Background: an optimization exercise with open tools, aiming at small area. Do not read the settings as production practice. In this exercise RTL edits were held to simulation tests only and were not proved equivalent to the original. Power is estimated from default activity; no workload was simulated.

## run 1
Design pacman_rules, start of the top module:
module pacman_rules (
	input  logic        clk,
	input  logic        reset,
	input  logic [7:0]  keycode,
	input  logic [31:0] timer,
	input  logic [9:0]  pac_x, pac_y,
	input  logic [9:0]  rg_x, rg_y,
	input  logic [9:0]  og_x, og_y,
	input  logic [9:0]  bg_x, bg_y,
	output logic        win, lose, pause, life_down,
	output logic [9:0]  score,
	output logic [3:0]  fruits,
	output logic [7:0]  lives,
	output logic [31:0] dots_left
);
	localparam logic [2:0] S_RUN     = 3'b000,
	                       S_FRUIT   = 3'b001,
	                       S_LD      = 3'b010,
	                       S_LDH     = 3'b011,
	                       S_PAUSE   = 3'b100,
	                       S_GWON    = 3'b101,
	                       S_GOVER   = 3'b110,
	                       S_RESTART = 3'b111;
	logic [2:0] state, state_n;
	logic [1:0] lv;
	function automatic logic [9:0] rsub(input logic [9:0] a, b);
		logic br;
		br = 1'b0;
  ...
Settings: LEC_CHECK=0, CAP_MARGIN=20, CORE_MARGIN=2, CORE_UTILIZATION=40, PLACE_DENSITY=0.6, SLEW_MARGIN=20; clock period 10.0 ns.
run.sh (not shown) runs the stock make flow with config.mk's settings and CLKGATE_MAP_FILE= SYNTH_SCRIPT=/design/flow/synth_recipe.tcl, a recipe that flattens the netlist after the stock synthesis.
### run 1 -> run 2
==> flow/flow/run.sh (new file) <==
#!/bin/bash
set -o pipefail
export BUFFER_PORTS_ARGS="-buffer_cell sky130_fd_sc_hd__buf_1"
export CTS_ARGS="-sink_clustering_enable -repair_clock_nets -dont_use_dummy_load -buf_list sky130_fd_sc_hd__clkbuf_8"
bash standard.sh > standard.log 2>&1
==> flow/standard.sh (new file) <==
#!/bin/bash
# synth_recipe.tcl (not shown) runs the flow's synth.tcl, then flattens the netlist and writes it again
# the make line also repeats each setting of config.mk as NAME=value (left out here)
make -C /OpenROAD-flow-scripts/flow DESIGN_CONFIG=/design/flow/config.mk WORK_HOME=/design/flow/orfs CLKGATE_MAP_FILE= SYNTH_SCRIPT=/design/flow/synth_recipe.tcl "${@:-finish}"
removed: flow/run.sh
--- outcome ---
On power per standard cell area, run 1 and run 2 are basically level. The fraction of area in multi-input gates number comes out lower for run 1 vs run 2. Taking run 1 as the reference, in run 2 cell area after placement shrank by 16%; slack of the critical path grew by 280 ps; global router's overall resource usage shrank by 0.57 points; buffering overhead shrank by 14 points. Compared with run 1, run 2 shows a lower arrival time at the worst endpoint. Sort run 1 and run 2 by post-route total power desc -> top: run 1. Diff run 2..run 1 | final-layout worst hold slack | negligible. On count of clock-buffer cells in the layout, run 1 and run 2 are basically level. A dominant power group of registers is what run 2 shows, while combinational cells belongs to run 1. Comparing run 1 and run 2, the higher delay of the slowest cell on the worst path is on run 1.
--- input diff run 2..run 3 ---
==> flow/flow/run.sh <==
#!/bin/bash
# Standard ORFS layout, with the port buffers made from the smallest buffer
# cell (sky130_fd_sc_hd__buf_1) instead of the cell buffer_ports picks itself.
set -o pipefail
cp standard.sh standard.sh.txt
export BUFFER_PORTS_ARGS="-buffer_cell sky130_fd_sc_hd__buf_1"
bash standard.sh > standard.log 2>&1
| final area | run 3 vs run 2 | about 2% higher |. Run 3 -> run 2: register-to-register slack flat. According to the power report, total power for run 3 is higher than for run 2. Run comparison: run 2 top contributor to total power registers; run 3 top contributor to total power the clock network. Run 3 ends up with lower relative contribution of combinational cells to total power than run 2 does. Run 2 -> run 3: non-clock inverter count in the final layout delta 0, exact match.

* * *

## job 206
pacman_rules, a different RTL version from the one above (not shown whole).
For scale: roughly 520 cells after synthesis, ~47 flip-flops, ~180 I/O pins, roughly 4300 µm² of cells after synthesis.
export LEC_CHECK = 0
export CAP_MARGIN = 0
export CORE_MARGIN = 2
export CORE_UTILIZATION = 40
export PLACE_DENSITY = 0.6
export SLEW_MARGIN = 0
create_clock -name core_clock -period 10.0 [get_ports {clk}]
standard.sh (not shown) runs the stock make flow with config.mk's settings and CLKGATE_MAP_FILE= SYNTH_SCRIPT=/design/flow/synth_recipe.tcl, a recipe that flattens the netlist after the stock synthesis.
==> flow/flow/run.sh <==
#!/bin/bash
set -euo pipefail
HERE=$(pwd)

# synthesis script: ORFS's synth.tcl with the ABC script swapped
python3 - "$FLOW_HOME/scripts/synth.tcl" "$HERE/synth_area.tcl" "$HERE/flow/abc_area.script" <<'PY'
import sys
src, dst, script = sys.argv[1:4]
s = open(src).read()
anchor = 'source $::env(SCRIPTS_DIR)/synth_preamble.tcl\n'
assert s.count(anchor) == 1
s = s.replace(anchor, anchor + 'set abc_args [lreplace $abc_args 1 1 {%s}]\nputs "ABC script: [lindex $abc_args 1]"\n' % script)
open(dst, 'w').write(s)
PY
sed 's|source $::env(SCRIPTS_DIR)/synth.tcl|source '"$HERE"'/synth_area.tcl|' synth_recipe.tcl > synth_top.tcl
grep -q "synth_area.tcl" synth_top.tcl
sed 's|SYNTH_SCRIPT=[^ ]*synth_recipe.tcl|SYNTH_SCRIPT='"$HERE"'/synth_top.tcl|' standard.sh > flow_std.sh
grep -q "synth_top.tcl" flow_std.sh

export BUFFER_PORTS_ARGS="-buffer_cell sky130_fd_sc_hd__buf_1"
export SKIP_REPAIR_TIE_FANOUT=1
export CTS_ARGS="-sink_clustering_enable -repair_clock_nets -dont_use_dummy_load -buf_list sky130_fd_sc_hd__clkbuf_8"
bash flow_std.sh > flow.log 2>&1
==> flow/flow/abc_area.script <==
&get -n
&st
&st; &dc2; &dch -f; &nf -R 1000; &st; &dc2; &dch -f; &nf -R 1000; &st; &dc2; &dch -f; &nf -R 1000
&put
topo
stime -c
dnsize -c
Having completed the whole flow, job 206 delivered a layout that passed the timing, DRC and antenna checks.
#### Input delta (job 8308 over job 206)
# job 206
export LEC_CHECK = 0
export CAP_MARGIN = 0
export CORE_MARGIN = 2
export CORE_UTILIZATION = 40
export PLACE_DENSITY = 0.6
export SLEW_MARGIN = 0
create_clock -name core_clock -period 10.0 [get_ports {clk}]
# job 8308
export LEC_CHECK = 0
export CAP_MARGIN = 20
export CORE_MARGIN = 2
export CORE_UTILIZATION = 40
export PLACE_DENSITY = 0.6
export SLEW_MARGIN = 20
create_clock -name core_clock -period 10.0 [get_ports {clk}]
-- flow/flow/run.sh --
<<< job 206, line 1
#!/bin/bash
set -euo pipefail
>>> job 8308, line 1
#!/bin/bash
# Layout flow: the standard ORFS flow (standard.sh) with three changes
# that only affect which cells implement the same netlist:
# 1. synthesis is ORFS's synth.tcl, run exactly as standard.sh runs it (same
#    front end, -nofsm -noshare, flattening, register mapping and renaming),
#    except that the final ABC technology mapping uses the area-oriented
#    script flow/abc_area.script instead of abc_speed.script. ABC only maps
#    the combinational logic, so the registers are the standard synthesis's;
# 2. the port buffers that buffer_ports inserts are sky130_fd_sc_hd__buf_1
#    instead of the larger cell it picks by default;
# 3. clock tree synthesis uses sky130_fd_sc_hd__clkbuf_8 (instead of
#    clkbuf_16) and adds no dummy loads.
# Logs: make's full output goes to flow.log here; ORFS's per-step logs are
# under orfs/logs/.
set -euo pipefail
==> results.txt <==
Job 206 → job 8308: area growth from synthesis to final layout did not really move, cell count level, minimum hold slack flat. Synthesized cell count: job 206 vs job 8308 identical. As far as worst-margin pin slew goes, job 8308 and job 206 are indistinguishable; the numbers are identical. Die area: job 8308 vs job 206 identical.
The following lists how job 7191 was set up differently from job 8308:
-- flow/flow/run.sh --
<<< job 8308, line 1
#!/bin/bash
# Layout flow: the standard ORFS flow (standard.sh) with three changes
# that only affect which cells implement the same netlist:
# 1. synthesis is ORFS's synth.tcl, run exactly as standard.sh runs it (same
#    front end, -nofsm -noshare, flattening, register mapping and renaming),
#    except that the final ABC technology mapping uses the area-oriented
#    script flow/abc_area.script instead of abc_speed.script. ABC only maps
#    the combinational logic, so the registers are the standard synthesis's;
# 2. the port buffers that buffer_ports inserts are sky130_fd_sc_hd__buf_1
#    instead of the larger cell it picks by default;
# 3. clock tree synthesis uses sky130_fd_sc_hd__clkbuf_8 (instead of
#    clkbuf_16) and adds no dummy loads.
# Logs: make's full output goes to flow.log here; ORFS's per-step logs are
# under orfs/logs/.
set -euo pipefail
>>> job 7191, line 1
#!/bin/bash
set -euo pipefail
Re area used by multi-input combinational logic: no difference whatsoever between job 8308 and job 7191.
Reported for job 8308 and job 7191, fraction of the mapped netlist area in compound gates turned out identical to the last digit.
Comparing job 8308 against job 7191, there is no change at all in internal power of the cells.
Reported for job 8308 and job 7191, routability congestion estimate from global placement turned out identical to the last digit.
Diff job 8308..job 7191 | sequential area share after synthesis | unchanged
[compare] base=job 8308 new=job 7191: register area roughly the same, final count of hold timing violations roughly the same.
diff inputs: job 7191 => job 3572
# job 7191
export LEC_CHECK = 0
export CAP_MARGIN = 20
export CORE_MARGIN = 2
export CORE_UTILIZATION = 40
export PLACE_DENSITY = 0.6
export SLEW_MARGIN = 20
create_clock -name core_clock -period 10.0 [get_ports {clk}]
# job 3572
export LEC_CHECK = 0
export CAP_MARGIN = 20
export CORE_MARGIN = 2
export CORE_UTILIZATION = 60
export PLACE_DENSITY = 0.75
export SLEW_MARGIN = 20
create_clock -name core_clock -period 10.0 [get_ports {clk}]
-- flow/flow/run.sh --
<<< job 7191, line 1
#!/bin/bash
set -euo pipefail
>>> job 3572, line 1
#!/bin/bash
# Layout flow: the standard ORFS flow (standard.sh) with three changes
# that only affect which cells implement the same netlist:
# 1. synthesis is ORFS's synth.tcl, run exactly as standard.sh runs it (same
#    front end, -nofsm -noshare, flattening, register mapping and renaming),
#    except that the final ABC technology mapping uses the area-oriented
#    script flow/abc_area.script instead of abc_speed.script. ABC only maps
#    the combinational logic, so the registers are the standard synthesis's;
# 2. the port buffers that buffer_ports inserts are sky130_fd_sc_hd__buf_1
#    instead of the larger cell it picks by default;
# 3. clock tree synthesis uses sky130_fd_sc_hd__clkbuf_8 (instead of
#    clkbuf_16) and adds no dummy loads.
# Logs: make's full output goes to flow.log here; ORFS's per-step logs are
# under orfs/logs/.
set -euo pipefail
<<< job 7191, line 20
export BUFFER_PORTS_ARGS="-buffer_cell sky130_fd_sc_hd__buf_1"
export SKIP_REPAIR_TIE_FANOUT=1
export CTS_ARGS="-sink_clustering_enable -repair_clock_nets -dont_use_dummy_load -buf_list sky130_fd_sc_hd__clkbuf_8"
>>> job 3572, line 33
export BUFFER_PORTS_ARGS="-buffer_cell sky130_fd_sc_hd__buf_1"
export CTS_ARGS="-sink_clustering_enable -repair_clock_nets -dont_use_dummy_load -buf_list sky130_fd_sc_hd__clkbuf_8"
--- outcome ---
- In job 3572, die area is lower than in job 7191.
- Job 3572 vs job 7191: worst clock skew up in job 3572
- Each of the runs, namely job 3572 and job 7191, reached the end of the flow and came out clean.
- [compare] base=job 7191 new=job 3572: ratio of cells with drive above 1 in the final layout barely changed, final wirelength dropped 1.8%.

[static timing again, ports no longer ideal]
The flow's constraints put no driver on any port. The routed layouts listed below were extracted and timed again, unchanged, in two steps. Step 1 sets driving cells, clkbuf_16 on the clock port and buf_2 on the other inputs (assumed; they add their load-dependent delay and slew). Step 2 also shifts input and output timing later by t, the mid clock arrival at the registers, as if the neighbouring blocks saw the same clock. Three values: no drivers, after step 1, after step 2; two values: the first two.
| run | t (ns) | setup slack, ns | worst hold slack (ns) | clock arrival spread, ns |
|---|---|---|---|---|
| run 1 | 0.317 | 2.793 / 2.789 / 2.472 | 0.495 / 0.495 / 0.495 | 0.007 / 0.008 |
| run 2 | 0.314 | 3.069 / 3.060 / 2.746 | 0.494 / 0.494 / 0.494 | 0.013 / 0.013 |
| run 3 | 0.311 | 3.024 / 3.019 / 2.707 | 0.508 / 0.508 / 0.508 | 0.005 / 0.005 |
| job 206 | 0.326 | 2.455 / 2.457 / 2.132 | 0.500 / 0.500 / 0.500 | 0.019 / 0.019 |
| job 8308 | 0.326 | 2.455 / 2.457 / 2.132 | 0.500 / 0.500 / 0.500 | 0.019 / 0.019 |
| job 7191 | 0.326 | 2.455 / 2.457 / 2.132 | 0.500 / 0.500 / 0.500 | 0.019 / 0.019 |
| job 3572 | 0.319 | 2.415 / 2.417 / 2.098 | 0.505 / 0.505 / 0.505 | 0.024 / 0.024 |
After both steps setup and hold are still met in every run listed.
